Context: an optimization exercise on an open-source flow, tuned for small area and a short achievable clock period. The choices shown serve that exercise and are no tape-out recipe. Only simulation tests tie the RTL to the original design; equivalence was not proved. Power is estimated from default activity; no workload was simulated.

## flow/design.v (module list and top-level ports; edited modules follow where they fit)
// module Top_Module: 1109 lines
// module fa: 4 lines
// module ha: 4 lines
module Top_Module(
    input clk,
    input wire [31:0] Num1,
    input wire [31:0] Num2,
    output reg [31:0] out
);
  // ...
==> flow/flow/run.sh <==
#!/bin/bash
# Standard layout (the standard.sh) with two changes to how it is made:
# port buffers use buf_2 instead of the default delay-cell choice, and timing
# repair aims for a setup slack of 7.8 ns instead of 0. The clock period and
# all constraints are unchanged. Full tool output goes to standard.log.
bash standard.sh SETUP_SLACK_MARGIN=7.8 "BUFFER_PORTS_ARGS=-buffer_cell sky130_fd_sc_hd__buf_2" finish > standard.log 2>&1
==> flow/standard.sh <==
#!/bin/bash
# synth_recipe.tcl (not shown) runs the flow's synth.tcl, then flattens the netlist and writes it again
# the make line also repeats each setting of config.mk as NAME=value (left out here)
make -C /OpenROAD-flow-scripts/flow DESIGN_CONFIG=/design/flow/config.mk WORK_HOME=/design/flow/orfs CLKGATE_MAP_FILE= SYNTH_SCRIPT=/design/flow/synth_recipe.tcl "${@:-finish}"
==> flow/config.mk <==
export PLATFORM = sky130hd
export DESIGN_NAME = Top_Module
export DESIGN_NICKNAME = Top_Module
export VERILOG_FILES = /design/flow/design.v
export SDC_FILE = /design/flow/constraint.sdc
export NUM_CORES = 4
export LEC_CHECK = 0
export CAP_MARGIN = 20
export CORE_MARGIN = 2
export CORE_UTILIZATION = 55
export CTS_CLUSTER_DIAMETER = 120
export CTS_CLUSTER_SIZE = 30
export SLEW_MARGIN = 20
export SYNTH_HIERARCHICAL = 1
export SYNTH_MINIMUM_KEEP_SIZE = 0
==> flow/constraint.sdc <==
create_clock -name core_clock -period 11.0 [get_ports {clk}]
set_input_delay 2.2000 -clock core_clock [delete_from_list [all_inputs] [get_ports {clk}]]
set_output_delay 2.2000 -clock core_clock [all_outputs]
set_load 0.01 [all_outputs]
==> summary.txt, run 1 <==
Cells after Synth between 2000 and 2500; largest class multi-input gates; Top Family by Delay on Critical Path adder cells; XOR/XNOR share of the synthesized area 0.1480; Die Area around 40000 um^2; multi-input logic cell count about 1500; DR vias 15999; outcome no timing/DRC/antenna violations; NumNets Final roughly 2500; Leak Pwr just over 9 nW; Crit Path Max Fanout 3; Seq. pwr approximately 0.0016 W; post-layout min period around 3.4 ns; wire length on met1 about 26000 um; die width 199.7 um; required time of the critical path 11.45 ns; final antenna-violating net count 0; vias in the first global route around 16000; hold_buf cts 0; Compound-Gate Fraction of Synth Area 0.1621; Flop pwr share 0.211; Worst Hold Launch x2[5]; tightest hold margin between 0.3 and 0.4 ns; WL met3 5270 um; first-pass GRT wire length 91280 um; Post-synth top flop dfxtp_1; crit path capture p3[24]; CP endpoint kind register; Starting Density 0.5592
==> inputs of run 2 (changes only) <==
==> flow/flow/run.sh (replaced) <==
#!/bin/bash
# Standard layout (the standard.sh) with two changes to how it is made:
# port buffers use buf_2 instead of the default delay-cell choice, and timing
# repair aims for a setup slack of 7.7 ns instead of 0. The clock period and
# all constraints are unchanged. Full tool output goes to standard.log.
bash standard.sh SETUP_SLACK_MARGIN=7.7 "BUFFER_PORTS_ARGS=-buffer_cell sky130_fd_sc_hd__buf_2" finish > standard.log 2>&1
--- a/flow/config.mk
+++ b/flow/config.mk
@@ -7,9 +7,7 @@
 export LEC_CHECK = 0
 export CAP_MARGIN = 20
 export CORE_MARGIN = 2
-export CORE_UTILIZATION = 55
-export CTS_CLUSTER_DIAMETER = 120
-export CTS_CLUSTER_SIZE = 30
+export CORE_UTILIZATION = 40
 export SLEW_MARGIN = 20
 export SYNTH_HIERARCHICAL = 1
 export SYNTH_MINIMUM_KEEP_SIZE = 0
==> summary.txt, run 2 <==
hold depth 0 (unchanged); clk_skew 0.01194 ns (was 0.01266 ns); final antenna-violating net count 0 (unchanged); Flop pwr share 0.199 (was 0.211); clk sink count 264 (unchanged); Fmax 298.4 MHz (was 295.9 MHz); RePlAce Congestion 0.8675 (was 0.8776); first-pass GRT wire length 95010 um (was 91280 um); Residual DRC 0 (unchanged); IO Port Bufs 96 (unchanged); required time of the critical path 11.49 ns (was 11.45 ns); maxcap violations 0 (unchanged); HPWL Detailed 39780 um (was 38300 um); Syn Std Cell Area 21060 um^2 (unchanged); Clock Latency Late Sink 0.58 ns (was 0.52 ns); Die H 233.5 um (was 199.7 um); Buf/Inv on CP 2 (was 0); Startpoint Class register (unchanged); CP cell instances fa_1 > ha_2 > fa_2 > ha_4 > nand3_4 > nor4_4 > a32oi_1 > nand3_1 > and3_4 > buf_4 > buf_6 > a41oi_4 > a21oi_2 > xor2_1 (was fa_1 > ha_2 > fa_2 > a311oi_4 > o311ai_4 > a32oi_1 > nand3_1 > and3_4 > or4b_4 > a41oi_2 > xnor2_1); DR vias 16128 (was 15999); Synth cell types 75 (unchanged); Avg Inst Size Synth 10.33 um^2 (unchanged); R2R depth 14 (was 11); Pre-antenna DRT Iters 8 (was 5); Area Growth Syn to Fin 14.61% (was 11.44%); Cells after Synth 2040 (unchanged); post-layout min period 3.351 ns (was 3.379 ns); Leak Pwr 9.370 nW (was 9.099 nW); most common cell in the netlist xnor2_1 (unchanged); Worst Setup Path Type register to register (unchanged); GRT Overall Usage 0.2246 (was 0.2992); WP depth 14 (was 11); tightest hold margin 0.3267 ns (was 0.3327 ns); setup violators final 0 (unchanged); Net Count, Synth 2462 (unchanged); global route total overflow 0 (unchanged); clock power share 0.117 (was 0.072); Num CTS Buffers 30 (was 13); CP endpoint kind register (unchanged); CTS tree done (unchanged); Post-Route WL 61700 um (was 60310 um); peak supply drop 0.1943 mV (was 0.2452 mV); commonest non-fill, non-tap cell in the layout xnor2_1 (unchanged); Hold WC Path Type register to register (unchanged); pwr dens 340.3 nW/um^2 (was 329.6 nW/um^2); max reg flops 32 (unchanged); outcome no timing/DRC/antenna violations (unchanged); Slew @ Worst Pin 0.8347 ns (was 0.8235 ns); NumNets Final 2514 (was 2502); Core Area 52340 um^2 (was 37670 um^2); # IOs 97 (unchanged); layout cell share with drive strength beyond 1 0.1581 (was 0.1599); post-synthesis sequential area ratio 0.2509 (unchanged); synth warn 7 (unchanged); Post-synth top flop dfxtp_1 (unchanged); Crit Path Max Fanout 5 (was 3); clk slew on worst S/H paths 0.06 ns (was 0.11 ns); final worst-path cycle share 0.3047 (was 0.3072); drt wl/cell 22.02 um (was 23.25 um); num rows 84 (was 71); vias per cell 5.756 (was 6.168); Crit path arrival time 3.84 ns (was 3.83 ns); Async SR Flop Fraction 0 (unchanged); Largest Register out (unchanged); switching power 0.003688 W (was 0.003548 W); RSZ-0062 raised after global routing true (unchanged); Die Area 54510 um^2 (was 39880 um^2); share of the synthesized area in the top cell type 0.2547 (unchanged); Pint 0.004526 W (was 0.004189 W); vias in the first global route 16990 (was 16201); die width 233.5 um (was 199.7 um); Largest stage delay, worst path 0.48 ns (was 0.53 ns); biggest registers after layout out x32, p3 x26, ma x23 (unchanged); #FFs+latches synth 264 (unchanged); slowest library cell on the worst path fa_1 (was or4b_4); setup TNS 0 ns (unchanged); clock root cell clkbuf_16 (unchanged); largest cells by area after synthesis fa_1, dfxtp_1, xnor2_1 (unchanged); Slew Limit Fails 0 (unchanged); endpoints failing hold 0 (unchanged); Bufs on Longest Clock Path 3 (unchanged); largest net degree at the start of global routing 28 (was 32); Starting Density 0.4024 (was 0.5592); dominant cell type by area after synthesis fa_1 (unchanged); Iter 0 DRT Violations 1485 (unchanged); Max-slew headroom 0.4388 (was 0.4463); Sw Share 0.4490 (was 0.4585); Top Family by Delay on Critical Path adder cells (unchanged); H-tree Lvls 1 (unchanged); initial antenna violation count 4 (was 0); synth cell count leaders xnor2_1, fa_1, a22oi_1 (unchanged); Post-synth EDFFs 0 (unchanged); most frequent cells in the layout xnor2_1, fa_1, a22oi_1 (was xnor2_1, a22oi_1, fa_1); Gate power share 0.684 (was 0.716)
run 2: per-module statistics from Yosys, one instance, submodules excluded:
module / flip-flops and latches / copies in the design / cells
Top_Module: 264 / 1 / 1754
fa: 0 / 266 / 1
ha: 0 / 20 / 1
run 2: path summary, 6_finish.rpt:
kind              start  slack, ns      to
setup reg to reg  q25_2       7.65  p3[18]
hold reg to reg   x2[4]       0.33   x3[4]
setup / recovery  q25_2       7.65  p3[18]
hold / removal    x2[4]       0.33   x3[4]
run 2: through the flow:
step                  util  setup slack (ns)  total power (W)  area [um^2]  cells
CTS                 0.4520             7.480         0.007923        23660   2783
detailed placement  0.4239             6.681         0.006494        22190   2709
global placement    0.4239             6.723         0.006385        22190   2709
finish              0.4612             7.649         0.008214        24140   2802
floorplan                -             7.707         0.005158        21150   2040
global route        0.4612             7.463         0.008929        24140   2801
run 2: timing repair:
| item | CTS | global route |
|---|---|---|
| pin swaps | 13 | 25 |
| setup endpoints to repair | 101 | 54 |
| buffers inserted | 18 | 14 |
| resized for setup | 74 | 69 |
| hold buffers | 0 | 0 |
| cloned | 3 | 4 |
run 2: kinds of logic after synthesis:
group                    Yosys count  synth area share
buffers and inverters            249           0.04603
adder cells (fa/ha/maj)          357            0.3076
other                              1         0.0001780
AND/OR/NAND/NOR                  309           0.07579
flip-flops                       264            0.2509
multiplexers                      19          0.009385
XOR/XNOR                         356            0.1480
AO/OA/AOI/OAI                    485            0.1621
run 2: area by class of cell:
| class | count | area, um^2 |
|---|---|---|
| inverter | 84 | 315.3 |
| multi-input combinational | 1530 | 15260 |
| timing repair buffer | 182 | 1410 |
| fill | 4894 | 28200 |
| tap | 688 | 860.8 |
| sequential | 264 | 5339 |
| clock buffer | 41 | 842.1 |
| antenna | 1 | 2.502 |
| clock inverter | 12 | 106.4 |
run 2: power groups by stage:
stage	clock (W)	combinational (W)	sequential, W
2_1_floorplan	0	0.00357	0.00159
3_3_place_gp	0	0.00475	0.00164
3_5_place_dp	0	0.00485	0.00165
4_1_cts	0.000987	0.00530	0.00163
5_1_grt	0.00102	0.00623	0.00168
6_report	0.000957	0.00562	0.00163
run 2: per-layer routing:
layer / routed length, um / vias to the layer above / share of wire / track usage
met4: 2321 / 4 / 0.038 / 0.08307
met5: 25 / - / 0.00041 / 0
met3: 5737 / 184 / 0.093 / 0.05225
met2: 28300 / 837 / 0.46 / 0.3667
met1: 25320 / 7942 / 0.41 / 0.2898
li1: - / 7161 / - / -

-- what the ideal ports hide --
How much do the figures lean on ideal ports? The routed layouts below were timed once more, with nothing changed but the port constraints. Step 1, drivers: a clkbuf_16 drives clk and a buf_2 each remaining input, both assumed. Step 2 times the ports against the registers' clock, not the clock port: input delays grow and output delays shrink by t, the midpoint of the rising clock arrivals with the driver on. a / b / c = ideal / step 1 / step 2; a / b = the first two.
| run | t (ns) | setup slack, ns | worst setup path at the end | worst register clock-pin slew, ns |
|---|---|---|---|---|
| run 1 | 0.575 | 7.621 / 7.621 / 7.572 | input to register | 0.11 / 0.11 |
| run 2 | 0.633 | 7.649 / 7.649 / 7.474 | input to register | 0.07 / 0.07 |
After both steps every run listed still meets setup and hold. For run 2, which loses most, drivers alone change the setup slack by 0.000 ns; drivers and shift together by -0.175 ns.
